This is an optimization exercise on Yosys and OpenROAD, whose aim is small area, not a production implementation. The RTL was checked by simulation tests, not by an equivalence proof against the original design. No activity file was given, so power comes from the tool's default toggle rates.

**flow/flow/run.sh**
```bash
#!/bin/bash
# Own layout flow: the standard ORFS flow (standard.sh, all steps), with
#  - every input and output port buffered by the smallest buffer, buf_1,
#    instead of the flow's default port buffer cell;
#  - the clock tree built from clkbuf_16 clusters of up to 28 sinks, without
#    dummy loads, under a clkbuf_8 root buffer.
# Each ORFS step writes its full log under orfs/logs/; make's own output goes
# to make_finish.log in this folder.
set -euo pipefail
export BUFFER_PORTS_ARGS="-buffer_cell sky130_fd_sc_hd__buf_1"
export CTS_ARGS="-sink_clustering_enable -repair_clock_nets -dont_use_dummy_load -buf_list sky130_fd_sc_hd__clkbuf_16 -sink_clustering_size 28 -sink_clustering_max_diameter 90 -root_buf sky130_fd_sc_hd__clkbuf_8"
bash standard.sh > make_finish.log 2>&1
```
**flow/standard.sh**
```bash
#!/bin/bash
# synth_recipe.tcl (not shown) runs the flow's synth.tcl, then flattens the netlist and writes it again
# the make line also repeats each setting of config.mk as NAME=value (left out here)
make -C /OpenROAD-flow-scripts/flow DESIGN_CONFIG=/design/flow/config.mk WORK_HOME=/design/flow/orfs CLKGATE_MAP_FILE= SYNTH_SCRIPT=/design/flow/synth_recipe.tcl "${@:-finish}"
```
**flow/config.mk**
```make
export PLATFORM = sky130hd
export DESIGN_NAME = riscv
export DESIGN_NICKNAME = riscv
export VERILOG_FILES = /design/flow/design.v
export SDC_FILE = /design/flow/constraint.sdc
export NUM_CORES = 8
export LEC_CHECK = 0
export CAP_MARGIN = 10
export CORE_MARGIN = 2
export CORE_UTILIZATION = 55.0
export PLACE_DENSITY = 0.8
export SLEW_MARGIN = 10
export SYNTH_HIERARCHICAL = 1
```
**flow/constraint.sdc**
```tcl
create_clock -name core_clock -period 15.0 [get_ports {clk}]
set_input_delay 3.0000 -clock core_clock [delete_from_list [all_inputs] [get_ports {clk}]]
set_output_delay 3.0000 -clock core_clock [all_outputs]
set_load 0.01 [all_outputs]
```
**flow/design.v**
```verilog
module add_e (
    input  a, b, c,
    output s, nco, p, g
);
hax    h (.a(a), .b(b), .p(p), .g(g));
a21oix k (.a1(p), .a2(c), .b1(g), .y(nco));
xor2x  x (.a(p), .b(c), .y(s));
endmodule
module add_o (
    input  a, b, nc,
    output s, co, np, ng
);
xnor2x n1 (.a(a), .b(b), .y(np));
nand2x n2 (.a(a), .b(b), .y(ng));
o21aix k  (.a1(np), .a2(nc), .b1(ng), .y(co));
xor2x  x  (.a(np), .b(nc), .y(s));
endmodule
module addchain #(parameter N = 32) (
    input  [N-1:0] a,
    input  [N-1:0] b,
    input          ci,
    output [N-1:0] s,
    output [N-1:0] pp,
    output [N-1:0] gg,
    output         co       
);
wire [N:0] c;       
assign c[0] = ci;
genvar i;
generate
    for (i = 0; i < N; i = i + 1) begin : bit_
        if (i % 2 == 0) begin : e
            add_e u (.a(a[i]), .b(b[i]), .c(c[i]), .s(s[i]), .nco(c[i+1]), .p(pp[i]), .g(gg[i]));
        end else begin : o
            add_o u (.a(a[i]), .b(b[i]), .nc(c[i]), .s(s[i]), .co(c[i+1]), .np(pp[i]), .ng(gg[i]));
        end
    end
endgenerate
assign co = c[N];
endmodule
module addsel #(parameter N = 16) (
    input  [N-1:0] a,
    input  [N-1:0] b,
    input          ci,
    output [N-1:0] s,
    output [N-1:0] pp,
    output [N-1:0] gg
);
wire [N:0] c0, c1;       
wire [N-1:0] s0n, s1n;   
genvar i;
generate
    for (i = 0; i < N; i = i + 1) begin : bit_
        if (i == 0) begin : f
            hax    h  (.a(a[i]), .b(b[i]), .p(pp[i]), .g(gg[i]));
            invx   k0 (.a(gg[i]), .y(c0[i+1]));
            nor2x  k1 (.a(gg[i]), .b(pp[i]), .y(c1[i+1]));
            invx   x0 (.a(pp[i]), .y(s0n[i]));
            assign s1n[i] = pp[i];
        end else if (i % 2 == 0) begin : e
            hax    h  (.a(a[i]), .b(b[i]), .p(pp[i]), .g(gg[i]));
            a21oix k0 (.a1(pp[i]), .a2(c0[i]), .b1(gg[i]), .y(c0[i+1]));
            a21oix k1 (.a1(pp[i]), .a2(c1[i]), .b1(gg[i]), .y(c1[i+1]));
            xnor2x x0 (.a(pp[i]), .b(c0[i]), .y(s0n[i]));
            xnor2x x1 (.a(pp[i]), .b(c1[i]), .y(s1n[i]));
        end else begin : o
            xnor2x n1 (.a(a[i]), .b(b[i]), .y(pp[i]));
            nand2x n2 (.a(a[i]), .b(b[i]), .y(gg[i]));
            o21aix k0 (.a1(pp[i]), .a2(c0[i]), .b1(gg[i]), .y(c0[i+1]));
            o21aix k1 (.a1(pp[i]), .a2(c1[i]), .b1(gg[i]), .y(c1[i+1]));
            xnor2x x0 (.a(pp[i]), .b(c0[i]), .y(s0n[i]));
            xnor2x x1 (.a(pp[i]), .b(c1[i]), .y(s1n[i]));
        end
        mux2ix m (.s(ci), .a0(s0n[i]), .a1(s1n[i]), .y(s[i]));
    end
endgenerate
endmodule
module shifter (
    input  [31:0] a,
    input         left,
    input  [4:0]  sa,
    input         f,
    output [31:0] y
);
wire r0 = ~left & ~sa[0], r1 = ~left & sa[0], l0 = left & ~sa[0], l1 = left & sa[0];
wire [3:0] d, e;      
assign d = {sa[2] & sa[1], sa[2] & ~sa[1], ~sa[2] & sa[1], ~sa[2] & ~sa[1]};
assign e = {sa[4] & sa[3], sa[4] & ~sa[3], ~sa[4] & sa[3], ~sa[4] & ~sa[3]};
wire d23 = sa[2], d123 = sa[2] | sa[1];
wire e23 = sa[4], e123 = sa[4] | sa[3];
wire [31:0] sa_, sb_;
genvar i;
generate
    for (i = 0; i < 32; i = i + 1) begin : m
        if (i < 31) begin : a4
            sel4 u (.s0(r0), .d0(a[i]), .s1(r1), .d1(a[i+1]), .s2(l0), .d2(a[31-i]), .s3(l1), .d3(a[30-i]), .y(sa_[i]));
        end else begin : a3
            sel3 u (.s0(r0), .d0(a[i]), .s1(l0), .d1(a[31-i]), .s2(sa[0]), .d2(f), .y(sa_[i]));
        end
        if (i + 6 < 32) begin : b4
            sel4 u (.s0(d[0]), .d0(sa_[i]), .s1(d[1]), .d1(sa_[i+2]), .s2(d[2]), .d2(sa_[i+4]), .s3(d[3]), .d3(sa_[i+6]), .y(sb_[i]));
        end else if (i + 4 < 32) begin : b4f
            sel4 u (.s0(d[0]), .d0(sa_[i]), .s1(d[1]), .d1(sa_[i+2]), .s2(d[2]), .d2(sa_[i+4]), .s3(d[3]), .d3(f), .y(sb_[i]));
        end else if (i + 2 < 32) begin : b3
            sel3 u (.s0(d[0]), .d0(sa_[i]), .s1(d[1]), .d1(sa_[i+2]), .s2(d23), .d2(f), .y(sb_[i]));
        end else begin : b2
            sel2 u (.s0(d[0]), .d0(sa_[i]), .s1(d123), .d1(f), .y(sb_[i]));
        end
        if (i + 24 < 32) begin : c4
            sel4 u (.s0(e[0]), .d0(sb_[i]), .s1(e[1]), .d1(sb_[i+8]), .s2(e[2]), .d2(sb_[i+16]), .s3(e[3]), .d3(sb_[i+24]), .y(y[i]));
        end else if (i + 16 < 32) begin : c4f
            sel4 u (.s0(e[0]), .d0(sb_[i]), .s1(e[1]), .d1(sb_[i+8]), .s2(e[2]), .d2(sb_[i+16]), .s3(e[3]), .d3(f), .y(y[i]));
        end else if (i + 8 < 32) begin : c3
            sel3 u (.s0(e[0]), .d0(sb_[i]), .s1(e[1]), .d1(sb_[i+8]), .s2(e23), .d2(f), .y(y[i]));
        end else begin : c2
            sel2 u (.s0(e[0]), .d0(sb_[i]), .s1(e123), .d1(f), .y(y[i]));
        end
    end
endgenerate
endmodule
module sel4(input s0, d0, s1, d1, s2, d2, s3, d3, output y);
wire n0, n1;
ao222i u0 (.a1(s0), .a2(d0), .b1(s1), .b2(d1), .c1(s2), .c2(d2), .y(n0));
nand2x u1 (.a(s3), .b(d3), .y(n1));
nand2x u2 (.a(n0), .b(n1), .y(y));
endmodule
module sel3(input s0, d0, s1, d1, s2, d2, output y);
wire n0;
ao222i u0 (.a1(s0), .a2(d0), .b1(s1), .b2(d1), .c1(s2), .c2(d2), .y(n0));
invx u1 (.a(n0), .y(y));
endmodule
module sel2(input s0, d0, s1, d1, output y);
wire n0;
mux2ix u0 (.s(s1), .a0(d0), .a1(d1), .y(n0));
invx u1 (.a(n0), .y(y));
endmodule
module ao222i(input a1, a2, b1, b2, c1, c2, output y);
assign y = ~((a1 & a2) | (b1 & b2) | (c1 & c2));
endmodule
module nand4x(input a, b, c, d, output y);
assign y = ~(a & b & c & d);
endmodule
module nand3x(input a, b, c, output y);
assign y = ~(a & b & c);
endmodule
module nand2x(input a, b, output y);
assign y = ~(a & b);
endmodule
module or3x(input a, b, c, output y);
assign y = a | b | c;
endmodule
module xor2x(input a, b, output y);
assign y = a ^ b;
endmodule
module xnor2x(input a, b, output y);
assign y = ~(a ^ b);
endmodule
module a21oix(input a1, a2, b1, output y);
assign y = ~((a1 & a2) | b1);
endmodule
module o21aix(input a1, a2, b1, output y);
assign y = ~((a1 | a2) & b1);
endmodule
module mux2ix(input s, a0, a1, output y);
assign y = ~(s ? a1 : a0);
endmodule
module hax(input a, b, output p, g);
assign p = a ^ b;
assign g = a & b;
endmodule
module ao22i(input a1, a2, b1, b2, output y);
assign y = ~((a1 & a2) | (b1 & b2));
endmodule
module ao221i(input a1, a2, b1, b2, c1, output y);
assign y = ~((a1 & a2) | (b1 & b2) | c1);
endmodule
module oa22(input a1, a2, b1, b2, output y);
assign y = (a1 | a2) & (b1 | b2);
endmodule
module invx(input a, output y);
assign y = ~a;
endmodule
module nor2x(input a, b, output y);
assign y = ~(a | b);
endmodule
module a21ox(input a1, a2, b1, output y);
assign y = (a1 & a2) | b1;
endmodule
module oa221(input a1, a2, b1, b2, c1, output y);
assign y = (a1 | a2) & (b1 | b2) & c1;
endmodule
module dec5 (
    input  [4:0]  a,
    output [30:0] y
);
wire [4:0] na;
wire [3:0] nh;      
wire [7:0] nl;      
genvar k;
generate
    for (k = 0; k < 5; k = k + 1) begin : n
        invx u (.a(a[k]), .y(na[k]));
    end
    for (k = 0; k < 4; k = k + 1) begin : h
        nand2x u (.a((k & 2) != 0 ? a[4] : na[4]), .b((k & 1) != 0 ? a[3] : na[3]), .y(nh[k]));
    end
    for (k = 0; k < 8; k = k + 1) begin : l
        nand3x u (.a((k & 4) != 0 ? a[2] : na[2]), .b((k & 2) != 0 ? a[1] : na[1]), .c((k & 1) != 0 ? a[0] : na[0]), .y(nl[k]));
    end
    for (k = 1; k < 32; k = k + 1) begin : d
        nor2x u (.a(nh[k/8]), .b(nl[k%8]), .y(y[k-1]));
    end
endgenerate
endmodule
module dec5w (
    input  [4:0]  a,
    input         en,
    input         force1,
    output [30:0] y
);
wire [3:0] h;       
wire [7:0] l;       
genvar k;
generate
    for (k = 0; k < 4; k = k + 1) begin : hi
        assign h[k] = en & (a[4:3] == k);
    end
    for (k = 0; k < 8; k = k + 1) begin : lo
        assign l[k] = (a[2:0] == k);
    end
    for (k = 1; k < 32; k = k + 1) begin : d
        a21ox u (.a1(h[k/8]), .a2(l[k%8]), .b1(force1), .y(y[k-1]));
    end
endgenerate
endmodule
module rf_rdport (
    input  [30:0]  sel,
    input  [991:0] q,       
    output [31:0]  rd
);
genvar j, k;
generate
    for (j = 0; j < 32; j = j + 1) begin : b
        wire [30:0] d;
        for (k = 0; k < 31; k = k + 1) begin : t
            assign d[k] = q[32*k + j];
        end
        rdbit u (.s(sel), .d(d), .y(rd[j]));
    end
endgenerate
endmodule
module rdbit (
    input  [30:0] s,
    input  [30:0] d,
    output        y
);
wire [10:0] n;
genvar k;
generate
    for (k = 0; k < 10; k = k + 1) begin : g
        ao222i u (.a1(s[3*k]), .a2(d[3*k]), .b1(s[3*k+1]), .b2(d[3*k+1]),
                  .c1(s[3*k+2]), .c2(d[3*k+2]), .y(n[k]));
    end
endgenerate
nand2x u10 (.a(s[30]), .b(d[30]), .y(n[10]));
wire p0, p1, p2;
nand4x v0 (.a(n[0]), .b(n[1]), .c(n[2]), .d(n[3]), .y(p0));
nand4x v1 (.a(n[4]), .b(n[5]), .c(n[6]), .d(n[7]), .y(p1));
nand3x v2 (.a(n[8]), .b(n[9]), .c(n[10]), .y(p2));
or3x w (.a(p0), .b(p1), .c(p2), .y(y));
endmodule
module riscv(
    input clk,
    input reset,
    input [4:0] debug_reg_select,
    output [31:0] debug_reg_out,
    output [31:0] fetchPC,
    input  [31:0] imem_rdata,
    output [31:0] dmem_addr,
    output [31:0] dmem_wdata,
    output        dmem_we,
    output [1:0]  dmem_size,
    input  [31:0] dmem_rdata
);
wire [31:0] ins = imem_rdata;
wire b6 = ins[6];
wire b5 = ins[5];
wire b4 = ins[4];
wire b3 = ins[3];
wire b2 = ins[2];
wire [2:0] f3 = ins[14:12];
wire nr = ~reset;
wire is_load   = ~b6 & ~b5 & ~b4;
wire is_store  = ~b6 &  b5 & ~b4;
wire is_aluop  =  b4 & ~b2;             
wire is_op     =  b4 & ~b2 & b5;        
wire is_lui    =  b5 & b4 & b2;
wire is_auipc  = ~b5 & b4 & b2;
wire is_branch =  b6 & ~b2;
wire is_jal    =  b3;
wire is_jalr   =  b6 & b2 & ~b3;
wire is_link   =  b6 & b2;              
wire reg_write = ~(b5 & ~b4 & ~b2);     
reg  [31:0] pc;
wire [31:0] pc4;
wire [31:0] tgt;
wire [31:0] npc;
wire [31:2] ic;
assign ic[2] = 1'b1;
genvar gi;
generate
    for (gi = 2; gi < 32; gi = gi + 1) begin : inc
        assign pc4[gi] = pc[gi] ^ ic[gi];
        if (gi < 31) begin : c
            assign ic[gi+1] = ic[gi] & pc[gi];
        end
    end
endgenerate
assign pc4[1:0] = pc[1:0];
wire [31:0] imm_t;
assign imm_t[0]     = 1'b0;
assign imm_t[4:1]   = b6 ? (b3 ? ins[24:21] : ins[11:8]) : 4'b0;
assign imm_t[10:5]  = b6 ? ins[30:25] : 6'b0;
assign imm_t[11]    = b6 & (b3 ? ins[20] : ins[7]);
assign imm_t[19:12] = b2 ? ins[19:12] : {8{ins[31]}};
assign imm_t[31:20] = b6 ? {12{ins[31]}} : ins[31:20];
wire [31:2] tgt_pp, tgt_gg;
assign tgt[0] = pc[0];
assign tgt[1] = pc[1] ^ imm_t[1];
wire tgt_co;
addchain #(30) tgt_add (.a(pc[31:2]), .b(imm_t[31:2]), .ci(pc[1] & imm_t[1]),
                        .s(tgt[31:2]), .pp(tgt_pp), .gg(tgt_gg), .co(tgt_co));
wire [31:0] rs1, rs2, wd;
wire [991:0] q;
wire [30:0] wdec, sel1, sel2, sel3;
dec5w dec_w (.a(ins[11:7]), .en(reg_write), .force1(reset), .y(wdec));
generate
    for (gi = 1; gi < 32; gi = gi + 1) begin : x
        reg [31:0] r;
        always @(posedge clk)
            if (wdec[gi-1])
                r <= wd;
        assign q[32*(gi-1) +: 32] = r;
    end
endgenerate
dec5 dec_1 (.a(ins[19:15]), .y(sel1));
dec5 dec_2 (.a(ins[24:20]), .y(sel2));
dec5 dec_3 (.a(debug_reg_select), .y(sel3));
rf_rdport rp1 (.sel(sel1), .q(q), .rd(rs1));
rf_rdport rp2 (.sel(sel2), .q(q), .rd(rs2));
rf_rdport rp3 (.sel(sel3), .q(q), .rd(debug_reg_out));
wire store_a = b5 & ~b6;
wire [31:0] imm_a = {{21{ins[31]}}, ins[30:25], store_a ? ins[11:7] : ins[24:20]};
wire use_rs2 = b5 & ~b2 & (b4 | b6);    
wire sub = is_branch | (is_aluop & ~f3[2] & f3[1]) | (is_op & (f3 == 3'b000) & ins[30]);
wire [31:0] nsrcb, beff;
generate
    for (gi = 0; gi < 32; gi = gi + 1) begin : opb
        mux2ix m (.s(use_rs2), .a0(imm_a[gi]), .a1(rs2[gi]), .y(nsrcb[gi]));
        xnor2x x (.a(nsrcb[gi]), .b(sub), .y(beff[gi]));
    end
endgenerate
wire [31:0] sum, pp, gg;
wire c16;
addchain #(16) alu_add (.a(rs1[15:0]), .b(beff[15:0]), .ci(sub), .s(sum[15:0]),
                        .pp(pp[15:0]), .gg(gg[15:0]), .co(c16));
addsel #(16) alu_addh (.a(rs1[31:16]), .b(beff[31:16]), .ci(c16), .s(sum[31:16]),
                       .pp(pp[31:16]), .gg(gg[31:16]));
wire b31 = ~nsrcb[31];
wire sdiff = rs1[31] ^ b31;
wire lt  = sdiff ? rs1[31] : sum[31];
wire ltu = sdiff ? b31     : sum[31];
wire eq  = &{pp[30], pp[28], pp[26], pp[24], pp[22], pp[20], pp[18], pp[16],
             pp[14], pp[12], pp[10], pp[8], pp[6], pp[4], pp[2], pp[0]}
         & ~|{pp[31], pp[29], pp[27], pp[25], pp[23], pp[21], pp[19], pp[17],
              pp[15], pp[13], pp[11], pp[9], pp[7], pp[5], pp[3], pp[1]};
wire cond = (f3[2] ? (f3[1] ? ltu : lt) : eq) ^ f3[0];
wire take = is_jal | (is_branch & cond);
wire [31:0] shr;
shifter sh (.a(rs1), .left(~f3[2]), .sa(beff[4:0]), .f(ins[30] & rs1[31]), .y(shr));
wire a_nr   = is_aluop & nr;
wire s_sum  = a_nr & (f3 == 3'b000);
wire s_lui  = is_lui & nr;
wire s_sll  = a_nr & (f3 == 3'b001);
wire s_slt  = a_nr & (f3 == 3'b010);
wire s_sltu = a_nr & (f3 == 3'b011);
wire s_sr   = a_nr & (f3 == 3'b101);
wire s_p    = a_nr & f3[2] & ~f3[0];                 
wire s_g    = a_nr & f3[2] & f3[1];                  
wire ns_p   = ~s_p;
wire ns_g   = ~s_g;
wire s_pc4  = is_link & nr;
wire s_tgt  = is_auipc & nr;
wire slt_bit = (s_slt & lt) | (s_sltu & ltu);
wire nslt_bit = ~slt_bit;
wire s_ld   = is_load & nr;
wire s_ldh  = s_ld & (f3[1] | f3[0]);                
wire s_ldw  = s_ld & f3[1];                          
wire s_lb   = s_ld & (f3 == 3'b000);                 
wire s_lbh  = s_ld & ~f3[2] & ~f3[1];                
wire x16    = f3[0] ? dmem_rdata[15] : dmem_rdata[7];
wire ldx8   = s_lb & dmem_rdata[7];
wire ldx16  = s_lbh & x16;
wire nldx8  = ~ldx8;
wire nldx16 = ~ldx16;
generate
    if (1) begin : wb
        wire wb0_1, wb0_2, wb0_3;
        ao222i u_wb0_1 (.a1(s_sum), .a2(sum[0]), .b1(s_sr), .b2(shr[0]), .c1(s_sll), .c2(shr[31]), .y(wb0_1));
        ao222i u_wb0_2 (.a1(s_p), .a2(pp[0]), .b1(s_g), .b2(gg[0]), .c1(s_ld), .c2(dmem_rdata[0]), .y(wb0_2));
        ao22i u_wb0_3 (.a1(s_pc4), .a2(pc4[0]), .b1(s_tgt), .b2(tgt[0]), .y(wb0_3));
        nand4x u_wb0 (.a(wb0_1), .b(wb0_2), .c(wb0_3), .d(nslt_bit), .y(wd[0]));
        wire wb1_1, wb1_2, wb1_3;
        oa22 u_wb1_1 (.a1(ns_p), .a2(pp[1]), .b1(ns_g), .b2(gg[1]), .y(wb1_1));
        ao222i u_wb1_2 (.a1(s_sum), .a2(sum[1]), .b1(s_sr), .b2(shr[1]), .c1(s_sll), .c2(shr[30]), .y(wb1_2));
        ao222i u_wb1_3 (.a1(s_ld), .a2(dmem_rdata[1]), .b1(s_pc4), .b2(pc4[1]), .c1(s_tgt), .c2(tgt[1]), .y(wb1_3));
        nand3x u_wb1 (.a(wb1_1), .b(wb1_2), .c(wb1_3), .y(wd[1]));
        wire wb2_1, wb2_2, wb2_3, wb2_4;
        ao222i u_wb2_1 (.a1(s_sum), .a2(sum[2]), .b1(s_sr), .b2(shr[2]), .c1(s_sll), .c2(shr[29]), .y(wb2_1));
        ao222i u_wb2_2 (.a1(s_p), .a2(pp[2]), .b1(s_g), .b2(gg[2]), .c1(s_ld), .c2(dmem_rdata[2]), .y(wb2_2));
        nand2x u_wb2_3 (.a(s_pc4), .b(pc4[2]), .y(wb2_3));
        nand2x u_wb2_4 (.a(s_tgt), .b(tgt[2]), .y(wb2_4));
        nand4x u_wb2 (.a(wb2_1), .b(wb2_2), .c(wb2_3), .d(wb2_4), .y(wd[2]));
        wire wb3_1, wb3_2, wb3_3;
        oa22 u_wb3_1 (.a1(ns_p), .a2(pp[3]), .b1(ns_g), .b2(gg[3]), .y(wb3_1));
        ao222i u_wb3_2 (.a1(s_sum), .a2(sum[3]), .b1(s_sr), .b2(shr[3]), .c1(s_sll), .c2(shr[28]), .y(wb3_2));
        ao222i u_wb3_3 (.a1(s_ld), .a2(dmem_rdata[3]), .b1(s_pc4), .b2(pc4[3]), .c1(s_tgt), .c2(tgt[3]), .y(wb3_3));
        nand3x u_wb3 (.a(wb3_1), .b(wb3_2), .c(wb3_3), .y(wd[3]));
        wire wb4_1, wb4_2, wb4_3, wb4_4;
        ao222i u_wb4_1 (.a1(s_sum), .a2(sum[4]), .b1(s_sr), .b2(shr[4]), .c1(s_sll), .c2(shr[27]), .y(wb4_1));
        ao222i u_wb4_2 (.a1(s_p), .a2(pp[4]), .b1(s_g), .b2(gg[4]), .c1(s_ld), .c2(dmem_rdata[4]), .y(wb4_2));
        nand2x u_wb4_3 (.a(s_pc4), .b(pc4[4]), .y(wb4_3));
        nand2x u_wb4_4 (.a(s_tgt), .b(tgt[4]), .y(wb4_4));
        nand4x u_wb4 (.a(wb4_1), .b(wb4_2), .c(wb4_3), .d(wb4_4), .y(wd[4]));
        wire wb5_1, wb5_2, wb5_3;
        oa22 u_wb5_1 (.a1(ns_p), .a2(pp[5]), .b1(ns_g), .b2(gg[5]), .y(wb5_1));
        ao222i u_wb5_2 (.a1(s_sum), .a2(sum[5]), .b1(s_sr), .b2(shr[5]), .c1(s_sll), .c2(shr[26]), .y(wb5_2));
        ao222i u_wb5_3 (.a1(s_ld), .a2(dmem_rdata[5]), .b1(s_pc4), .b2(pc4[5]), .c1(s_tgt), .c2(tgt[5]), .y(wb5_3));
        nand3x u_wb5 (.a(wb5_1), .b(wb5_2), .c(wb5_3), .y(wd[5]));
        wire wb6_1, wb6_2, wb6_3, wb6_4;
        ao222i u_wb6_1 (.a1(s_sum), .a2(sum[6]), .b1(s_sr), .b2(shr[6]), .c1(s_sll), .c2(shr[25]), .y(wb6_1));
        ao222i u_wb6_2 (.a1(s_p), .a2(pp[6]), .b1(s_g), .b2(gg[6]), .c1(s_ld), .c2(dmem_rdata[6]), .y(wb6_2));
        nand2x u_wb6_3 (.a(s_pc4), .b(pc4[6]), .y(wb6_3));
        nand2x u_wb6_4 (.a(s_tgt), .b(tgt[6]), .y(wb6_4));
        nand4x u_wb6 (.a(wb6_1), .b(wb6_2), .c(wb6_3), .d(wb6_4), .y(wd[6]));
        wire wb7_1, wb7_2, wb7_3;
        oa22 u_wb7_1 (.a1(ns_p), .a2(pp[7]), .b1(ns_g), .b2(gg[7]), .y(wb7_1));
        ao222i u_wb7_2 (.a1(s_sum), .a2(sum[7]), .b1(s_sr), .b2(shr[7]), .c1(s_sll), .c2(shr[24]), .y(wb7_2));
        ao222i u_wb7_3 (.a1(s_ld), .a2(dmem_rdata[7]), .b1(s_pc4), .b2(pc4[7]), .c1(s_tgt), .c2(tgt[7]), .y(wb7_3));
        nand3x u_wb7 (.a(wb7_1), .b(wb7_2), .c(wb7_3), .y(wd[7]));
        wire wb8_1, wb8_2, wb8_3;
        ao222i u_wb8_1 (.a1(s_sum), .a2(sum[8]), .b1(s_sr), .b2(shr[8]), .c1(s_sll), .c2(shr[23]), .y(wb8_1));
        ao222i u_wb8_2 (.a1(s_p), .a2(pp[8]), .b1(s_g), .b2(gg[8]), .c1(s_ldh), .c2(dmem_rdata[8]), .y(wb8_2));
        ao222i u_wb8_3 (.a1(s_pc4), .a2(pc4[8]), .b1(s_tgt), .b2(tgt[8]), .c1(s_lb), .c2(dmem_rdata[7]), .y(wb8_3));
        nand3x u_wb8 (.a(wb8_1), .b(wb8_2), .c(wb8_3), .y(wd[8]));
        wire wb9_1, wb9_2, wb9_3;
        oa22 u_wb9_1 (.a1(ns_p), .a2(pp[9]), .b1(ns_g), .b2(gg[9]), .y(wb9_1));
        ao222i u_wb9_2 (.a1(s_sum), .a2(sum[9]), .b1(s_sr), .b2(shr[9]), .c1(s_sll), .c2(shr[22]), .y(wb9_2));
        ao222i u_wb9_3 (.a1(s_ldh), .a2(dmem_rdata[9]), .b1(s_pc4), .b2(pc4[9]), .c1(s_tgt), .c2(tgt[9]), .y(wb9_3));
        nand4x u_wb9 (.a(wb9_1), .b(wb9_2), .c(wb9_3), .d(nldx8), .y(wd[9]));
        wire wb10_1, wb10_2, wb10_3;
        ao222i u_wb10_1 (.a1(s_sum), .a2(sum[10]), .b1(s_sr), .b2(shr[10]), .c1(s_sll), .c2(shr[21]), .y(wb10_1));
        ao222i u_wb10_2 (.a1(s_p), .a2(pp[10]), .b1(s_g), .b2(gg[10]), .c1(s_ldh), .c2(dmem_rdata[10]), .y(wb10_2));
        ao222i u_wb10_3 (.a1(s_pc4), .a2(pc4[10]), .b1(s_tgt), .b2(tgt[10]), .c1(s_lb), .c2(dmem_rdata[7]), .y(wb10_3));
        nand3x u_wb10 (.a(wb10_1), .b(wb10_2), .c(wb10_3), .y(wd[10]));
        wire wb11_1, wb11_2, wb11_3;
        oa22 u_wb11_1 (.a1(ns_p), .a2(pp[11]), .b1(ns_g), .b2(gg[11]), .y(wb11_1));
        ao222i u_wb11_2 (.a1(s_sum), .a2(sum[11]), .b1(s_sr), .b2(shr[11]), .c1(s_sll), .c2(shr[20]), .y(wb11_2));
        ao222i u_wb11_3 (.a1(s_ldh), .a2(dmem_rdata[11]), .b1(s_pc4), .b2(pc4[11]), .c1(s_tgt), .c2(tgt[11]), .y(wb11_3));
        nand4x u_wb11 (.a(wb11_1), .b(wb11_2), .c(wb11_3), .d(nldx8), .y(wd[11]));
        wire wb12_1, wb12_2, wb12_3;
        ao222i u_wb12_1 (.a1(s_sum), .a2(sum[12]), .b1(s_sr), .b2(shr[12]), .c1(s_sll), .c2(shr[19]), .y(wb12_1));
        ao222i u_wb12_2 (.a1(s_p), .a2(pp[12]), .b1(s_g), .b2(gg[12]), .c1(s_ldh), .c2(dmem_rdata[12]), .y(wb12_2));
        ao222i u_wb12_3 (.a1(s_pc4), .a2(pc4[12]), .b1(s_tgt), .b2(tgt[12]), .c1(s_lui), .c2(ins[12]), .y(wb12_3));
        nand4x u_wb12 (.a(wb12_1), .b(wb12_2), .c(wb12_3), .d(nldx8), .y(wd[12]));
        wire wb13_1, wb13_2, wb13_3, wb13_4;
        oa221 u_wb13_1 (.a1(ns_p), .a2(pp[13]), .b1(ns_g), .b2(gg[13]), .c1(nldx8), .y(wb13_1));
        ao222i u_wb13_2 (.a1(s_sum), .a2(sum[13]), .b1(s_sr), .b2(shr[13]), .c1(s_sll), .c2(shr[18]), .y(wb13_2));
        ao222i u_wb13_3 (.a1(s_ldh), .a2(dmem_rdata[13]), .b1(s_pc4), .b2(pc4[13]), .c1(s_tgt), .c2(tgt[13]), .y(wb13_3));
        nand2x u_wb13_4 (.a(s_lui), .b(ins[13]), .y(wb13_4));
        nand4x u_wb13 (.a(wb13_1), .b(wb13_2), .c(wb13_3), .d(wb13_4), .y(wd[13]));
        wire wb14_1, wb14_2, wb14_3;
        ao222i u_wb14_1 (.a1(s_sum), .a2(sum[14]), .b1(s_sr), .b2(shr[14]), .c1(s_sll), .c2(shr[17]), .y(wb14_1));
        ao222i u_wb14_2 (.a1(s_p), .a2(pp[14]), .b1(s_g), .b2(gg[14]), .c1(s_ldh), .c2(dmem_rdata[14]), .y(wb14_2));
        ao222i u_wb14_3 (.a1(s_pc4), .a2(pc4[14]), .b1(s_tgt), .b2(tgt[14]), .c1(s_lui), .c2(ins[14]), .y(wb14_3));
        nand4x u_wb14 (.a(wb14_1), .b(wb14_2), .c(wb14_3), .d(nldx8), .y(wd[14]));
        wire wb15_1, wb15_2, wb15_3, wb15_4;
        oa221 u_wb15_1 (.a1(ns_p), .a2(pp[15]), .b1(ns_g), .b2(gg[15]), .c1(nldx8), .y(wb15_1));
        ao222i u_wb15_2 (.a1(s_sum), .a2(sum[15]), .b1(s_sr), .b2(shr[15]), .c1(s_sll), .c2(shr[16]), .y(wb15_2));
        ao222i u_wb15_3 (.a1(s_ldh), .a2(dmem_rdata[15]), .b1(s_pc4), .b2(pc4[15]), .c1(s_tgt), .c2(tgt[15]), .y(wb15_3));
        nand2x u_wb15_4 (.a(s_lui), .b(ins[15]), .y(wb15_4));
        nand4x u_wb15 (.a(wb15_1), .b(wb15_2), .c(wb15_3), .d(wb15_4), .y(wd[15]));
        wire wb16_1, wb16_2, wb16_3;
        ao222i u_wb16_1 (.a1(s_sum), .a2(sum[16]), .b1(s_sr), .b2(shr[16]), .c1(s_sll), .c2(shr[15]), .y(wb16_1));
        ao222i u_wb16_2 (.a1(s_p), .a2(pp[16]), .b1(s_g), .b2(gg[16]), .c1(s_ldw), .c2(dmem_rdata[16]), .y(wb16_2));
        ao222i u_wb16_3 (.a1(s_pc4), .a2(pc4[16]), .b1(s_tgt), .b2(tgt[16]), .c1(s_lui), .c2(ins[16]), .y(wb16_3));
        nand4x u_wb16 (.a(wb16_1), .b(wb16_2), .c(wb16_3), .d(nldx16), .y(wd[16]));
        wire wb17_1, wb17_2, wb17_3, wb17_4;
        oa221 u_wb17_1 (.a1(ns_p), .a2(pp[17]), .b1(ns_g), .b2(gg[17]), .c1(nldx16), .y(wb17_1));
        ao222i u_wb17_2 (.a1(s_sum), .a2(sum[17]), .b1(s_sr), .b2(shr[17]), .c1(s_sll), .c2(shr[14]), .y(wb17_2));
        ao222i u_wb17_3 (.a1(s_ldw), .a2(dmem_rdata[17]), .b1(s_pc4), .b2(pc4[17]), .c1(s_tgt), .c2(tgt[17]), .y(wb17_3));
        nand2x u_wb17_4 (.a(s_lui), .b(ins[17]), .y(wb17_4));
        nand4x u_wb17 (.a(wb17_1), .b(wb17_2), .c(wb17_3), .d(wb17_4), .y(wd[17]));
        wire wb18_1, wb18_2, wb18_3;
        ao222i u_wb18_1 (.a1(s_sum), .a2(sum[18]), .b1(s_sr), .b2(shr[18]), .c1(s_sll), .c2(shr[13]), .y(wb18_1));
        ao222i u_wb18_2 (.a1(s_p), .a2(pp[18]), .b1(s_g), .b2(gg[18]), .c1(s_ldw), .c2(dmem_rdata[18]), .y(wb18_2));
        ao222i u_wb18_3 (.a1(s_pc4), .a2(pc4[18]), .b1(s_tgt), .b2(tgt[18]), .c1(s_lui), .c2(ins[18]), .y(wb18_3));
        nand4x u_wb18 (.a(wb18_1), .b(wb18_2), .c(wb18_3), .d(nldx16), .y(wd[18]));
        wire wb19_1, wb19_2, wb19_3, wb19_4;
        oa221 u_wb19_1 (.a1(ns_p), .a2(pp[19]), .b1(ns_g), .b2(gg[19]), .c1(nldx16), .y(wb19_1));
        ao222i u_wb19_2 (.a1(s_sum), .a2(sum[19]), .b1(s_sr), .b2(shr[19]), .c1(s_sll), .c2(shr[12]), .y(wb19_2));
        ao222i u_wb19_3 (.a1(s_ldw), .a2(dmem_rdata[19]), .b1(s_pc4), .b2(pc4[19]), .c1(s_tgt), .c2(tgt[19]), .y(wb19_3));
        nand2x u_wb19_4 (.a(s_lui), .b(ins[19]), .y(wb19_4));
        nand4x u_wb19 (.a(wb19_1), .b(wb19_2), .c(wb19_3), .d(wb19_4), .y(wd[19]));
        wire wb20_1, wb20_2, wb20_3;
        ao222i u_wb20_1 (.a1(s_sum), .a2(sum[20]), .b1(s_sr), .b2(shr[20]), .c1(s_sll), .c2(shr[11]), .y(wb20_1));
        ao222i u_wb20_2 (.a1(s_p), .a2(pp[20]), .b1(s_g), .b2(gg[20]), .c1(s_ldw), .c2(dmem_rdata[20]), .y(wb20_2));
        ao222i u_wb20_3 (.a1(s_pc4), .a2(pc4[20]), .b1(s_tgt), .b2(tgt[20]), .c1(s_lui), .c2(ins[20]), .y(wb20_3));
        nand4x u_wb20 (.a(wb20_1), .b(wb20_2), .c(wb20_3), .d(nldx16), .y(wd[20]));
        wire wb21_1, wb21_2, wb21_3, wb21_4;
        oa221 u_wb21_1 (.a1(ns_p), .a2(pp[21]), .b1(ns_g), .b2(gg[21]), .c1(nldx16), .y(wb21_1));
        ao222i u_wb21_2 (.a1(s_sum), .a2(sum[21]), .b1(s_sr), .b2(shr[21]), .c1(s_sll), .c2(shr[10]), .y(wb21_2));
        ao222i u_wb21_3 (.a1(s_ldw), .a2(dmem_rdata[21]), .b1(s_pc4), .b2(pc4[21]), .c1(s_tgt), .c2(tgt[21]), .y(wb21_3));
        nand2x u_wb21_4 (.a(s_lui), .b(ins[21]), .y(wb21_4));
        nand4x u_wb21 (.a(wb21_1), .b(wb21_2), .c(wb21_3), .d(wb21_4), .y(wd[21]));
        wire wb22_1, wb22_2, wb22_3;
        ao222i u_wb22_1 (.a1(s_sum), .a2(sum[22]), .b1(s_sr), .b2(shr[22]), .c1(s_sll), .c2(shr[9]), .y(wb22_1));
        ao222i u_wb22_2 (.a1(s_p), .a2(pp[22]), .b1(s_g), .b2(gg[22]), .c1(s_ldw), .c2(dmem_rdata[22]), .y(wb22_2));
        ao222i u_wb22_3 (.a1(s_pc4), .a2(pc4[22]), .b1(s_tgt), .b2(tgt[22]), .c1(s_lui), .c2(ins[22]), .y(wb22_3));
        nand4x u_wb22 (.a(wb22_1), .b(wb22_2), .c(wb22_3), .d(nldx16), .y(wd[22]));
        wire wb23_1, wb23_2, wb23_3, wb23_4;
        oa221 u_wb23_1 (.a1(ns_p), .a2(pp[23]), .b1(ns_g), .b2(gg[23]), .c1(nldx16), .y(wb23_1));
        ao222i u_wb23_2 (.a1(s_sum), .a2(sum[23]), .b1(s_sr), .b2(shr[23]), .c1(s_sll), .c2(shr[8]), .y(wb23_2));
        ao222i u_wb23_3 (.a1(s_ldw), .a2(dmem_rdata[23]), .b1(s_pc4), .b2(pc4[23]), .c1(s_tgt), .c2(tgt[23]), .y(wb23_3));
        nand2x u_wb23_4 (.a(s_lui), .b(ins[23]), .y(wb23_4));
        nand4x u_wb23 (.a(wb23_1), .b(wb23_2), .c(wb23_3), .d(wb23_4), .y(wd[23]));
        wire wb24_1, wb24_2, wb24_3;
        ao222i u_wb24_1 (.a1(s_sum), .a2(sum[24]), .b1(s_sr), .b2(shr[24]), .c1(s_sll), .c2(shr[7]), .y(wb24_1));
        ao222i u_wb24_2 (.a1(s_p), .a2(pp[24]), .b1(s_g), .b2(gg[24]), .c1(s_ldw), .c2(dmem_rdata[24]), .y(wb24_2));
        ao222i u_wb24_3 (.a1(s_pc4), .a2(pc4[24]), .b1(s_tgt), .b2(tgt[24]), .c1(s_lui), .c2(ins[24]), .y(wb24_3));
        nand4x u_wb24 (.a(wb24_1), .b(wb24_2), .c(wb24_3), .d(nldx16), .y(wd[24]));
        wire wb25_1, wb25_2, wb25_3, wb25_4;
        oa221 u_wb25_1 (.a1(ns_p), .a2(pp[25]), .b1(ns_g), .b2(gg[25]), .c1(nldx16), .y(wb25_1));
        ao222i u_wb25_2 (.a1(s_sum), .a2(sum[25]), .b1(s_sr), .b2(shr[25]), .c1(s_sll), .c2(shr[6]), .y(wb25_2));
        ao222i u_wb25_3 (.a1(s_ldw), .a2(dmem_rdata[25]), .b1(s_pc4), .b2(pc4[25]), .c1(s_tgt), .c2(tgt[25]), .y(wb25_3));
        nand2x u_wb25_4 (.a(s_lui), .b(ins[25]), .y(wb25_4));
        nand4x u_wb25 (.a(wb25_1), .b(wb25_2), .c(wb25_3), .d(wb25_4), .y(wd[25]));
        wire wb26_1, wb26_2, wb26_3;
        ao222i u_wb26_1 (.a1(s_sum), .a2(sum[26]), .b1(s_sr), .b2(shr[26]), .c1(s_sll), .c2(shr[5]), .y(wb26_1));
        ao222i u_wb26_2 (.a1(s_p), .a2(pp[26]), .b1(s_g), .b2(gg[26]), .c1(s_ldw), .c2(dmem_rdata[26]), .y(wb26_2));
        ao222i u_wb26_3 (.a1(s_pc4), .a2(pc4[26]), .b1(s_tgt), .b2(tgt[26]), .c1(s_lui), .c2(ins[26]), .y(wb26_3));
        nand4x u_wb26 (.a(wb26_1), .b(wb26_2), .c(wb26_3), .d(nldx16), .y(wd[26]));
        wire wb27_1, wb27_2, wb27_3, wb27_4;
        oa221 u_wb27_1 (.a1(ns_p), .a2(pp[27]), .b1(ns_g), .b2(gg[27]), .c1(nldx16), .y(wb27_1));
        ao222i u_wb27_2 (.a1(s_sum), .a2(sum[27]), .b1(s_sr), .b2(shr[27]), .c1(s_sll), .c2(shr[4]), .y(wb27_2));
        ao222i u_wb27_3 (.a1(s_ldw), .a2(dmem_rdata[27]), .b1(s_pc4), .b2(pc4[27]), .c1(s_tgt), .c2(tgt[27]), .y(wb27_3));
        nand2x u_wb27_4 (.a(s_lui), .b(ins[27]), .y(wb27_4));
        nand4x u_wb27 (.a(wb27_1), .b(wb27_2), .c(wb27_3), .d(wb27_4), .y(wd[27]));
        wire wb28_1, wb28_2, wb28_3;
        ao222i u_wb28_1 (.a1(s_sum), .a2(sum[28]), .b1(s_sr), .b2(shr[28]), .c1(s_sll), .c2(shr[3]), .y(wb28_1));
        ao222i u_wb28_2 (.a1(s_p), .a2(pp[28]), .b1(s_g), .b2(gg[28]), .c1(s_ldw), .c2(dmem_rdata[28]), .y(wb28_2));
        ao222i u_wb28_3 (.a1(s_pc4), .a2(pc4[28]), .b1(s_tgt), .b2(tgt[28]), .c1(s_lui), .c2(ins[28]), .y(wb28_3));
        nand4x u_wb28 (.a(wb28_1), .b(wb28_2), .c(wb28_3), .d(nldx16), .y(wd[28]));
        wire wb29_1, wb29_2, wb29_3, wb29_4;
        oa221 u_wb29_1 (.a1(ns_p), .a2(pp[29]), .b1(ns_g), .b2(gg[29]), .c1(nldx16), .y(wb29_1));
        ao222i u_wb29_2 (.a1(s_sum), .a2(sum[29]), .b1(s_sr), .b2(shr[29]), .c1(s_sll), .c2(shr[2]), .y(wb29_2));
        ao222i u_wb29_3 (.a1(s_ldw), .a2(dmem_rdata[29]), .b1(s_pc4), .b2(pc4[29]), .c1(s_tgt), .c2(tgt[29]), .y(wb29_3));
        nand2x u_wb29_4 (.a(s_lui), .b(ins[29]), .y(wb29_4));
        nand4x u_wb29 (.a(wb29_1), .b(wb29_2), .c(wb29_3), .d(wb29_4), .y(wd[29]));
        wire wb30_1, wb30_2, wb30_3;
        ao222i u_wb30_1 (.a1(s_sum), .a2(sum[30]), .b1(s_sr), .b2(shr[30]), .c1(s_sll), .c2(shr[1]), .y(wb30_1));
        ao222i u_wb30_2 (.a1(s_p), .a2(pp[30]), .b1(s_g), .b2(gg[30]), .c1(s_ldw), .c2(dmem_rdata[30]), .y(wb30_2));
        ao222i u_wb30_3 (.a1(s_pc4), .a2(pc4[30]), .b1(s_tgt), .b2(tgt[30]), .c1(s_lui), .c2(ins[30]), .y(wb30_3));
        nand4x u_wb30 (.a(wb30_1), .b(wb30_2), .c(wb30_3), .d(nldx16), .y(wd[30]));
        wire wb31_1, wb31_2, wb31_3, wb31_4;
        oa221 u_wb31_1 (.a1(ns_p), .a2(pp[31]), .b1(ns_g), .b2(gg[31]), .c1(nldx16), .y(wb31_1));
        ao222i u_wb31_2 (.a1(s_sum), .a2(sum[31]), .b1(s_sr), .b2(shr[31]), .c1(s_sll), .c2(shr[0]), .y(wb31_2));
        ao222i u_wb31_3 (.a1(s_ldw), .a2(dmem_rdata[31]), .b1(s_pc4), .b2(pc4[31]), .c1(s_tgt), .c2(tgt[31]), .y(wb31_3));
        nand2x u_wb31_4 (.a(s_lui), .b(ins[31]), .y(wb31_4));
        nand4x u_wb31 (.a(wb31_1), .b(wb31_2), .c(wb31_3), .d(wb31_4), .y(wd[31]));
    end
endgenerate
wire n_sum = nr & is_jalr;
wire n_tgt = nr & take;
wire n_pc4 = nr & ~is_jalr & ~take;
generate
    for (gi = 0; gi < 32; gi = gi + 1) begin : np
        wire n;
        ao222i a (.a1(n_sum), .a2(sum[gi]), .b1(n_tgt), .b2(tgt[gi]), .c1(n_pc4), .c2(pc4[gi]), .y(n));
        invx   v (.a(n), .y(npc[gi]));
    end
endgenerate
always @(posedge clk)
    pc <= npc;
assign fetchPC    = pc;
assign dmem_addr  = sum;
assign dmem_wdata = rs2;
assign dmem_we    = is_store;
assign dmem_size  = {f3[1], f3[1] | f3[0]};
endmodule
```
==> results of run 1 <==
## layout by cell type (no fill, tap or decap), drive strengths merged, types with 2 or more instances in the layout
cell type  instances
inv               89
mux2               6
xnor2             93
nand2            331
nor2b             11
a222oi          1154
nand3            130
mux2i             63
edfxtp           992
diode             13
o22a               6
nor4               3
buf              348
or2                4
dfxtp             32
a31oi              2
nand2b             4
a21oi             38
ha                60
and3               4
and3b              5
and2              13
xor2              47
nor3               5
clkbuf            47
or3               97
nand4            223
nor2             109
nor3b              6
o221a             10
a21o              31
o21ai             50
## sequential cells by signal, indices dropped and copies added (netlist names)
| signal | flops |
|---|---|
| pc | 32 |
| x.r | 992 |
## power by group through the flow
stage | Sequential, uW | Combinational, uW | Clock, uW
floorplan | 4040 | 1130 | 0
global placement | 4050 | 1940 | 0
detailed placement | 4100 | 1970 | 0
CTS | 4040 | 1980 | 1350
global route | 4100 | 2180 | 1440
finish | 4070 | 2160 | 1370
## final cells by class
cell class	instances	area share [%]
multi-input cells	2518	37.0
inverters	89	0.597
diodes	13	0.0582
clock buffers	46	1.96
repair buffers	349	3.37
well taps	1186	2.65
flip-flops and latches	1024	54.4
## critical path, stage by stage
cell and delay (ns):
buf_1 0.53, inv_1 0.20, nand3_1 0.46, nor2_2 0.32
a222oi_1 0.49, nand4_1 0.61, or3_1 0.64, mux2i_1 0.26
xnor2_1 0.30, xnor2_1 0.25, o21ai_1 0.29, a21oi_2 0.11
o21ai_1 0.27, a21oi_2 0.11, o21ai_1 0.25, a21oi_2 0.10
o21ai_1 0.44, a21oi_2 0.13, o21ai_1 0.28, a21oi_2 0.11
o21ai_1 0.26, a21oi_2 0.11, o21ai_1 0.25, a21oi_2 0.12
o21ai_2 0.41, buf_4 0.34, mux2i_1 0.55, buf_1 0.22
## metal layers
| layer | wire, um | vias to the layer above | part of all wire [%] |
|---|---|---|---|
| li1 | - | 18322 | - |
| met2 | 88400 | 6627 | 38 |
| met5 | 259 | - | 0.11 |
| met1 | 66400 | 22787 | 29 |
| met3 | 50500 | 1487 | 22 |
| met4 | 24300 | 16 | 11 |
## through the flow
stage / area, um2 / util [%] / worst slack, ns / hold WS [ns]
floorplan: 50900 / - / 0.169 / 0.503
global placement: 54800 / 59.8 / 1.51 / 0.523
detailed placement: 54800 / 59.8 / 1.40 / 0.548
CTS: 55900 / 61.0 / 1.40 / 0.562
global route: 55900 / 61.0 / 0.504 / 0.598
finish: 55900 / 61.0 / 0.575 / 0.570
## path summary, 6_finish.rpt
check,endpoint,slack (ns),cells after the start
max,dmem_addr[22],0.58,28
max reg2reg,pc[19]$_DFF_P_,6.42,32
min,pc[1]$_DFF_P_,0.57,2
min reg2reg,pc[1]$_DFF_P_,0.57,2
==> run_results.csv, run 1 <==
group,metric,value,unit
run_status,run_status,"no timing/DRC/antenna violations",
cells_and_area,multi_input_area,0.0207,mm2
route,wire_per_inst,44.0,um
route,routed-via-count,49239,
clocking,cts_htree_levels,2,
place,place_inst,5165,
floorplan,boundaryPins,202,
clocking,cts_hold_buffers,0,
route,initialDrtViolationCount,21420,
floorplan,floorplan.die_area,0.0950,mm2
cells_and_area,final.fill_count,6959,
floorplan,start_util,55.5,%
sta,post-route-min-period,14.42,ns
power,netSwitchingFraction,36.5,%
power,leakage_power,0.0190,uW
cells_and_area,final-seq-area,0.0304,mm2
sta,timing.clock.skew,0.169,ns
global_route,grt_use_total,46.3,%
power,power_density,136,mW/mm2
synthesis,number_of_nets_in_the_synthesized_netlist,3777,
sta,min_period_over_period,96.2,%
worst_setup_path,critPathKind,"input port to output port",
cells_and_area,flow.area_growth_from_synthesis,9.89,%
worst_setup_path,largest_fanout_on_the_critical_path,15,
sta,grt_setup_unrepaired,"no",
sta,max_slew_violation_total_from_the_final_report,0,
global_route,global_route_wire_length_before_repair,316,mm
global_route,met3_capacity_usage_during_global_routing,24.3,%
route,drt_first_pass_iters,29,
flow_run,cap_viol_max_count,0,
clocking,tritoncts.num_buffers,46,
worst_setup_path,timing.critical_path.required,12.00,ns
synthesis,synthesis.area_per_instance,14.0,um2
global_route,gr-total-overflow,0,
global_route,grt_max_degree,41,
power,combPwrFrac,28.4,%
route,finalWirelength,230,mm
power,p_clk_share,18.0,%
place,detailedPlacementHpwl,141,mm
clocking,clock_tree_from_tritoncts,"built",
power,cell_internal_pwr,4830,uW
global_route,global_route.usage.met2,63.6,%
global_route,grt_most_used_layer,"met2",
cells_and_area,drive_gt1_share,9.74,%
clocking,tritoncts_num_sinks,1024,
power,power.share.sequential,53.5,%
power,peak_vdd_ir,136,uV
floorplan,die_w,308,um
clocking,cts.path.max_buffers,3,
global_route,first_global_vias,43638,
synthesis,synth.yosys.warnings,7,
floorplan,rows,111,
global_route,met1_usage_in_global_routing,55.6,%
clocking,clock_latency,0.87,ns
power,total_power,7600,uW
floorplan,fp.coreArea,0.0917,mm2
worst_hold_path,min-delay-path-class,"register to register",
sta,timing.fmax,0.0693,GHz
clocking,clock_tree_root,"clkbuf_8",
sta,finalSetupViolCount,0,
global_route,initial_antenna_violation_count,19,
worst_setup_path,end_kind,"output port",
worst_setup_path,critPathArrivalTime,11.42,ns
sta,tightest_slew,1.36,ns
cells_and_area,final-instance-count-excl-fill,5225,
synthesis,mappedNetlistArea,0.0509,mm2
worst_setup_path,kind_of_launch_point_of_the_worst_setup_path,"input port",
sta,hold_viol,0,
place,globalplace.congestion,1.19,
place,numPortBuffers,199,
clocking,post_cts_resized,0,
floorplan,die-height,308,um
worst_setup_path,startpoint,"imem_rdata[22]",
sta,setup_tns,0,ns
route,post_drt_via_cell_ratio,9.42,
synthesis,post_synth_inst_count,3646,
clocking,cts_post_setup_buffers_inserted,0,
route,drt.antenna.violating_nets,0,
cells_and_area,nets,4159,
route,drcViolationCount,0,
clocking,clkSlewWorstSetupHoldPaths,0.07,ns
power,net-switching-power,2770,uW
worst_setup_path,worstReg2RegStart,"x[19].r[1]$_DFFE_PP_",
worst_hold_path,hp-start,"pc[1]$_DFF_P_",
sta,max-slew-margin-rel,8.30,%
==> inputs of run 2 (changes only) <==
--- a/flow/design.v
+++ b/flow/design.v
@@ -191,2 +191,5 @@
 endmodule
+module and2x(input a, b, output y);
+assign y = a & b;
+endmodule
 module dec5 (
@@ -195,18 +198,14 @@
 );
-wire [4:0] na;
-wire [3:0] nh;      
-wire [7:0] nl;      
+wire [3:0] h;       
+wire [7:0] l;       
 genvar k;
 generate
-    for (k = 0; k < 5; k = k + 1) begin : n
-        invx u (.a(a[k]), .y(na[k]));
-    end
-    for (k = 0; k < 4; k = k + 1) begin : h
-        nand2x u (.a((k & 2) != 0 ? a[4] : na[4]), .b((k & 1) != 0 ? a[3] : na[3]), .y(nh[k]));
+    for (k = 0; k < 4; k = k + 1) begin : hi
+        assign h[k] = (a[4:3] == k);
     end
-    for (k = 0; k < 8; k = k + 1) begin : l
-        nand3x u (.a((k & 4) != 0 ? a[2] : na[2]), .b((k & 2) != 0 ? a[1] : na[1]), .c((k & 1) != 0 ? a[0] : na[0]), .y(nl[k]));
+    for (k = 0; k < 8; k = k + 1) begin : lo
+        assign l[k] = (a[2:0] == k);
     end
     for (k = 1; k < 32; k = k + 1) begin : d
-        nor2x u (.a(nh[k/8]), .b(nl[k%8]), .y(y[k-1]));
+        and2x u (.a(h[k/8]), .b(l[k%8]), .y(y[k-1]));
     end
--- a/flow/flow/run.sh
+++ b/flow/flow/run.sh
@@ -5,3 +5,5 @@
 #  - the clock tree built from clkbuf_16 clusters of up to 28 sinks, without
-#    dummy loads, under a clkbuf_8 root buffer.
+#    dummy loads, under a clkbuf_8 root buffer;
+#  - timing-driven global placement that sizes and buffers nets once, at 30%
+#    overflow, instead of at the flow's default overflow levels.
 # Each ORFS step writes its full log under orfs/logs/; make's own output goes
@@ -11,2 +13,3 @@
 export CTS_ARGS="-sink_clustering_enable -repair_clock_nets -dont_use_dummy_load -buf_list sky130_fd_sc_hd__clkbuf_16 -sink_clustering_size 28 -sink_clustering_max_diameter 90 -root_buf sky130_fd_sc_hd__clkbuf_8"
+export GLOBAL_PLACEMENT_ARGS="-timing_driven_net_reweight_overflow {30}"
 bash standard.sh > make_finish.log 2>&1
--- a/flow/config.mk
+++ b/flow/config.mk
@@ -10,3 +10,3 @@
 export CORE_UTILIZATION = 55.0
-export PLACE_DENSITY = 0.8
+export PLACE_DENSITY = 0.75
 export SLEW_MARGIN = 10
==> run 2 against run 1 <==
Net effect: die area increased by 0.53%; clock skew shrank 0.010 ns; fmax increased by 2.6%.
==> run_results.csv, run 2 <==
group,metric,value,unit
power,netSwitchingFraction,36.6,%
clocking,cts.path.max_buffers,3,
sta,finalSetupViolCount,0,
worst_setup_path,kind_of_launch_point_of_the_worst_setup_path,"input port",
cells_and_area,nets,4126,
worst_setup_path,worst_r2r_endpoint,"x[17].r[0]$_DFFE_PP_",
route,initialDrtViolationCount,18020,
cells_and_area,largest_reg_flops,992,
power,net-switching-power,2800,uW
worst_hold_path,whs_path_depth,2,
synthesis,mappedNetlistArea,0.0512,mm2
synthesis,synth.yosys.warnings,7,
synthesis,post_synth_inst_count,3631,
clocking,tritoncts_num_sinks,1024,
worst_setup_path,cp_slowest_stage_delay,0.69,ns
sta,hold_viol,0,
route,post_drt_via_cell_ratio,9.12,
floorplan,start_util,55.6,%
cells_and_area,largestRegisters,"x.r: 992 flops, pc: 32 flops",
flow_run,cap_viol_max_count,0,
power,p_clk_share,18.4,%
global_route,initial_antenna_violation_count,15,
sta,timing.fmax,0.0711,GHz
clocking,clock_tree_root,"clkbuf_8",
clocking,cts_post_setup_buffers_inserted,0,
synthesis,synthesis.area_per_instance,14.1,um2
floorplan,die-height,309,um
worst_hold_path,min-delay-path-class,"register to register",
sta,timing.clock.skew,0.159,ns
worst_setup_path,largest_fanout_on_the_critical_path,12,
cells_and_area,final_common_cell,"a222oi_1",
floorplan,fp.coreArea,0.0919,mm2
sta,min_period_over_period,93.7,%
floorplan,floorplan.die_area,0.0955,mm2
route,drcViolationCount,0,
clocking,post_cts_resized,0,
cells_and_area,mostFrequentLayoutCells,"a222oi_1 (1154), edfxtp_1 (992), nand2_1 (319)",
global_route,first_global_vias,42567,
sta,max-slew-margin-rel,9.36,%
sta,grt_setup_unrepaired,"no",
floorplan,boundaryPins,202,
worst_setup_path,critPathKind,"input port to output port",
run_status,run_status,"no timing/DRC/antenna violations",
worst_setup_path,worst_path_most_repeated_cell,"a21oi_2",
cells_and_area,largest-register,"x.r",
clocking,tritoncts.num_buffers,47,
clocking,cts_htree_levels,2,
place,globalplace.congestion,1.04,
clocking,cts_hold_buffers,0,
route,finalWirelength,237,mm
cells_and_area,final_core_utilization,60.6,%
worst_setup_path,cell_count_of_the_worst_reg_to_reg_path,31,
floorplan,die_w,309,um
cells_and_area,drive_gt1_share,9.79,%
worst_setup_path,critPathArrivalTime,11.06,ns
place,numPortBuffers,199,
sta,final.setup.worst_slack,0.944,ns
route,drt_first_pass_iters,23,
worst_setup_path,cpMaxStageDelayCell,"buf_1",
global_route,gr-total-overflow,0,
power,power.share.sequential,53.2,%
worst_setup_path,ff2ff_setup_slack,6.15,ns
power,leakage_power,0.0191,uW
sta,setup_tns,0,ns
worst_setup_path,end_kind,"output port",
sta,fin_hold_ws,0.576,ns
route,drt.antenna.violating_nets,0,
worst_hold_path,hold_path_end,"pc[1]$_DFF_P_",
worst_setup_path,worstReg2RegStart,"x[16].r[0]$_DFFE_PP_",
sta,tightest_slew,1.36,ns
clocking,clock_latency,0.92,ns
sta,post-route-min-period,14.06,ns
power,peak_vdd_ir,126,uV
power,cell_internal_pwr,4840,uW
clocking,clock_tree_from_tritoncts,"built",
route,routed-via-count,47886,
sta,max_slew_violation_total_from_the_final_report,0,
power,combPwrFrac,28.5,%
place,preCtsSetupSlack,1.49,ns
clocking,clkSlewWorstSetupHoldPaths,0.09,ns
floorplan,rows,111,
place,detailedPlacementHpwl,149,mm
worst_setup_path,timing.critical_path.required,12.00,ns
power,power_density,137,mW/mm2
worst_hold_path,hp-start,"pc[1]$_DFF_P_",
global_route,grt_use_total,47.7,%
global_route,global_route_wire_length_before_repair,320,mm
cells_and_area,flow.area_growth_from_synthesis,8.97,%
synthesis,number_of_nets_in_the_synthesized_netlist,3762,
power,total_power,7650,uW
route,wire_per_inst,45.1,um
global_route,grt_max_degree,41,
==> run 2: per-layer routing <==
layer | global-route usage [%] | wire length (um) | share of wire [%] | vias to the layer above
li1 | - | - | - | 18266
met1 | 58.4 | 70800 | 30 | 22622
met2 | 68.6 | 95400 | 40 | 5688
met3 | 17.9 | 45500 | 19 | 1300
met4 | 36.0 | 25000 | 11 | 10
met5 | 0.303 | 69 | 0.029 | -
==> run 2: final cells by class <==
| class | count | area [um2] |
|---|---|---|
| inverters | 74 | 278 |
| well taps | 1243 | 1560 |
| flip-flops and latches | 1024 | 30400 |
| multi-input cells | 2518 | 20600 |
| diodes | 17 | 42.5 |
| repair buffers | 330 | 1740 |
| fillers | 7213 | 36200 |
| clock buffers | 47 | 1120 |
==> run 2: worst max-delay path: cells and delay by family <==
family	cells	cell delay [ns]
AO/OA/AOI/OAI	17	3.49
multiplexers	2	0.77
adder cells (fa/ha/maj)	1	0.44
XOR/XNOR	1	0.14
AND/OR/NAND/NOR	4	1.65
buffers and inverters	4	1.51
==> run 2: stage by stage <==
stage | instance area, um2 | std cells
finish | 55800 | 5253
global route | 55700 | 5237
CTS | 55700 | 5235
detailed placement | 54600 | 5188
global placement | 54600 | 5188
floorplan | 51200 | 3631
==> run 2: worst max path at each step <==
stage                              start            end  slack [ns]  cells past startpoint
final                     imem_rdata[20]  dmem_addr[30]        0.94                     29
after detailed placement  imem_rdata[20]  dmem_addr[30]        1.49                     29
after floorplan            imem_rdata[4]  dmem_addr[31]        0.17                     23
after global placement    imem_rdata[20]  dmem_addr[30]        1.46                     29
after CTS                 imem_rdata[20]  dmem_addr[30]        1.47                     29
after global routing      imem_rdata[20]  dmem_addr[30]        0.93                     29
==> run 2: power groups by stage <==
stage / registers [uW] / logic (uW) / clock network, uW
6_report: 4060 / 2180 / 1410
3_3_place_gp: 4060 / 2000 / 0
3_5_place_dp: 4100 / 2020 / 0
5_1_grt: 4100 / 2200 / 1490
4_1_cts: 4040 / 2020 / 1380
2_1_floorplan: 4040 / 1130 / 0
==> inputs of run 3 (changes only) <==
--- a/flow/design.v
+++ b/flow/design.v
@@ -194,2 +194,5 @@
 endmodule
+module a22ox(input a1, a2, b1, b2, output y);
+assign y = (a1 & a2) | (b1 & b2);
+endmodule
 module dec5 (
@@ -308,3 +311,3 @@
 assign ic[2] = 1'b1;
-genvar gi;
+genvar gi, gj;
 generate
@@ -337,6 +340,11 @@
     for (gi = 1; gi < 32; gi = gi + 1) begin : x
-        reg [31:0] r;
+        reg  [31:0] r;
+        wire [31:0] d;
+        wire        wn;
+        invx i (.a(wdec[gi-1]), .y(wn));
+        for (gj = 0; gj < 32; gj = gj + 1) begin : b
+            a22ox m (.a1(wdec[gi-1]), .a2(wd[gj]), .b1(wn), .b2(r[gj]), .y(d[gj]));
+        end
         always @(posedge clk)
-            if (wdec[gi-1])
-                r <= wd;
+            r <= d;
         assign q[32*(gi-1) +: 32] = r;
==> run 3 against run 2 <==
Net effect: still clean on timing, DRC and antenna; worst setup slack got worse by 0.18 ns; clock skew hardly changed; power grew 2.9%; register-to-register slack improved by 0.59 ns; sequential power decreased by 4%; non-clock buffer count rose by 44; final cell count up 19%; cell area fell by 1.5%; highest routed layer unchanged; flip-flop and latch count did not move.
==> run_results.csv, run 3 <==
group,metric,value,unit
worst_setup_path,timing.critical_path.required,12.00,ns
floorplan,boundaryPins,202,
cells_and_area,final.fill_count,7783,
clocking,post_cts_resized,0,
sta,timing.fmax,0.0702,GHz
synthesis,mappedNetlistArea,0.0500,mm2
synthesis,synth.yosys.warnings,7,
route,post_drt_via_cell_ratio,9.39,
power,total_power,7870,uW
worst_setup_path,cp_slowest_stage_delay,1.16,ns
worst_setup_path,kind_of_launch_point_of_the_worst_setup_path,"input port",
floorplan,die-height,306,um
clocking,clock_tree_root,"clkbuf_8",
floorplan,start_util,55.5,%
worst_hold_path,whs_path_depth,1,
sta,max_slew_violation_total_from_the_final_report,0,
synthesis,post_synth_inst_count,4654,
global_route,gr-total-overflow,0,
clocking,clkSlewWorstSetupHoldPaths,0.08,ns
cells_and_area,drive_gt1_share,9.07,%
route,finalWirelength,276,mm
global_route,initial_antenna_violation_count,18,
route,drt_first_pass_iters,40,
global_route,first_global_vias,52284,
global_route,grt_max_degree,41,
clocking,cts_htree_levels,2,
worst_setup_path,worst_r2r_endpoint,"x[28].r[0]$_DFF_P_",
flow_run,cap_viol_max_count,0,
sta,max-slew-margin-rel,7.82,%
sta,finalSetupViolCount,0,
clocking,clock_latency,0.95,ns
worst_hold_path,min-delay-path-class,"register to register",
synthesis,synthesis.area_per_instance,10.8,um2
cells_and_area,flow.area_growth_from_synthesis,9.77,%
cells_and_area,nets,5194,
route,drcViolationCount,0,
route,initialDrtViolationCount,20288,
route,drt.antenna.violating_nets,0,
sta,hold_viol,0,
place,globalplace.congestion,1.09,
clocking,tritoncts_num_sinks,1024,
place,detailedPlacementHpwl,170,mm
power,leakage_power,0.0207,uW
run_status,run_status,"no timing/DRC/antenna violations",
sta,min_period_over_period,94.9,%
clocking,cts_hold_buffers,0,
cells_and_area,largestRegisters,"x.r: 992 flops, pc: 32 flops",
worst_setup_path,critPathArrivalTime,11.24,ns
floorplan,floorplan.die_area,0.0934,mm2
worst_hold_path,hold_path_end,"x[4].r[9]$_DFF_P_",
sta,timing.clock.skew,0.159,ns
worst_setup_path,largest_fanout_on_the_critical_path,15,
global_route,global_route_wire_length_before_repair,380,mm
cells_and_area,largest-register,"x.r",
cells_and_area,largest_reg_flops,992,
cells_and_area,final_common_cell,"a222oi_1",
sta,grt_setup_unrepaired,"no",
power,power_density,143,mW/mm2
worst_hold_path,hp-start,"x[4].r[9]$_DFF_P_",
cells_and_area,mostFrequentLayoutCells,"a222oi_1 (1154), dfxtp_1 (1024), a22o_1 (993)",
cells_and_area,final-seq-area,0.0205,mm2
worst_setup_path,ff2ff_setup_slack,6.74,ns
worst_setup_path,cpMaxStageDelayCell,"nor3b_1",
clocking,tritoncts.num_buffers,48,
route,routed-via-count,58743,
sta,tightest_slew,1.38,ns
worst_setup_path,end_kind,"output port",
floorplan,die_w,306,um
sta,post-route-min-period,14.24,ns
clocking,clock_tree_from_tritoncts,"built",
worst_setup_path,worstReg2RegStart,"x[22].r[1]$_DFF_P_",
cells_and_area,multi_input_area,0.0293,mm2
worst_setup_path,cell_count_of_the_worst_reg_to_reg_path,31,
floorplan,fp.coreArea,0.0901,mm2
floorplan,rows,110,
place,numPortBuffers,199,
synthesis,number_of_nets_in_the_synthesized_netlist,4785,
global_route,grt_use_total,55.3,%
route,wire_per_inst,44.1,um
power,peak_vdd_ir,123,uV
clocking,cts.path.max_buffers,3,
sta,setup_tns,0,ns
worst_setup_path,critPathKind,"input port to output port",
clocking,cts_post_setup_buffers_inserted,0,
-- run 3: worst max-delay path: cells and delay by family --
| family | cells | cell delay (ns) |
|---|---|---|
| buffers and inverters | 3 | 1.03 |
| AO/OA/AOI/OAI | 16 | 3.07 |
| multiplexers | 2 | 0.70 |
| AND/OR/NAND/NOR | 4 | 2.43 |
| XOR/XNOR | 2 | 0.98 |
-- run 3: metrics by stage --
step,hold slack (ns),std cells,worst slack [ns],instance area (um2),util (%)
detailed placement,0.504,6189,1.50,53700,59.6
floorplan,0.482,4654,0.169,50000,-
CTS,0.531,6237,1.49,54900,60.9
global route,0.547,6238,0.714,54900,60.9
finish,0.538,6257,0.761,54900,60.9
global placement,0.494,6189,1.69,53700,59.6
-- run 3: final cells by class --
class / instances / share of cell area [%]
Sequential cell: 1024 / 37.3
Multi-Input combinational cell: 3510 / 53.3
Clock buffer: 48 / 2.08
Tap cell: 1176 / 2.68
Timing Repair Buffer: 374 / 3.76
Inverter: 105 / 0.718
Antenna cell: 20 / 0.0911
-- run 3: worst max-delay path by stage --
stage / to / slack (ns) / startpoint
final: dmem_addr[18] / 0.76 / imem_rdata[21]
after global routing: dmem_addr[18] / 0.71 / imem_rdata[23]
after CTS: dmem_addr[27] / 1.49 / imem_rdata[23]
after detailed placement: dmem_addr[27] / 1.50 / imem_rdata[23]
after global placement: dmem_addr[27] / 1.69 / imem_rdata[23]
after floorplan: dmem_addr[31] / 0.17 / imem_rdata[4]
-- run 3: power breakdown --
| group | internal (uW) | switching [uW] | total [uW] | leakage, uW |
|---|---|---|---|---|
| Sequential | 3280 | 604 | 3880 | 0.00840 |
| Clock | 536 | 924 | 1460 | 0.000566 |
| Combinational | 869 | 1660 | 2530 | 0.0117 |
| Total | 4680 | 3190 | 7870 | 0.0207 |
-- run 3: routing by layer --
metal / global-route usage (%) / vias to the layer above / part of all wire, %
met5: 1.81 / - / 0.15
met3: 28.3 / 1870 / 18
met1: 64.7 / 27641 / 32
met2: 74.0 / 6800 / 37
met4: 46.5 / 22 / 12
li1: - / 22410 / -

## port drivers added, routing unchanged
Ports are ideal in the flow. The routed layouts listed here were re-timed in OpenROAD.
Step 1 sets driving cells, clkbuf_16 on the clock port and buf_2 on the other inputs (assumed; they add their load-dependent delay and slew).
Step 2 times the ports against the registers' clock, not the clock port: input delays grow and output delays shrink by t, the midpoint of the rising clock arrivals with the driver on.
Three values: ideal ports, drivers, drivers and shift; two values: the first two.
run | t, ns | setup WS [ns] | worst hold slack (ns) | worst register clock-pin slew, ns | pins driven straight from the clock port
run 1 | 0.855 | 0.575 / 0.550 / 0.550 | 0.570 / 0.570 / 0.570 | 0.11 / 0.11 | 1
run 2 | 0.920 | 0.944 / 0.913 / 0.913 | 0.576 / 0.576 / 0.576 | 0.11 / 0.11 | 1
run 3 | 0.951 | 0.761 / 0.735 / 0.735 | 0.538 / 0.538 / 0.538 | 0.12 / 0.12 | 1
After both steps setup and hold are still met in every run listed. The setup slack of run 2, which loses most, moves by -0.031 ns with the drivers and by -0.031 ns with both steps.
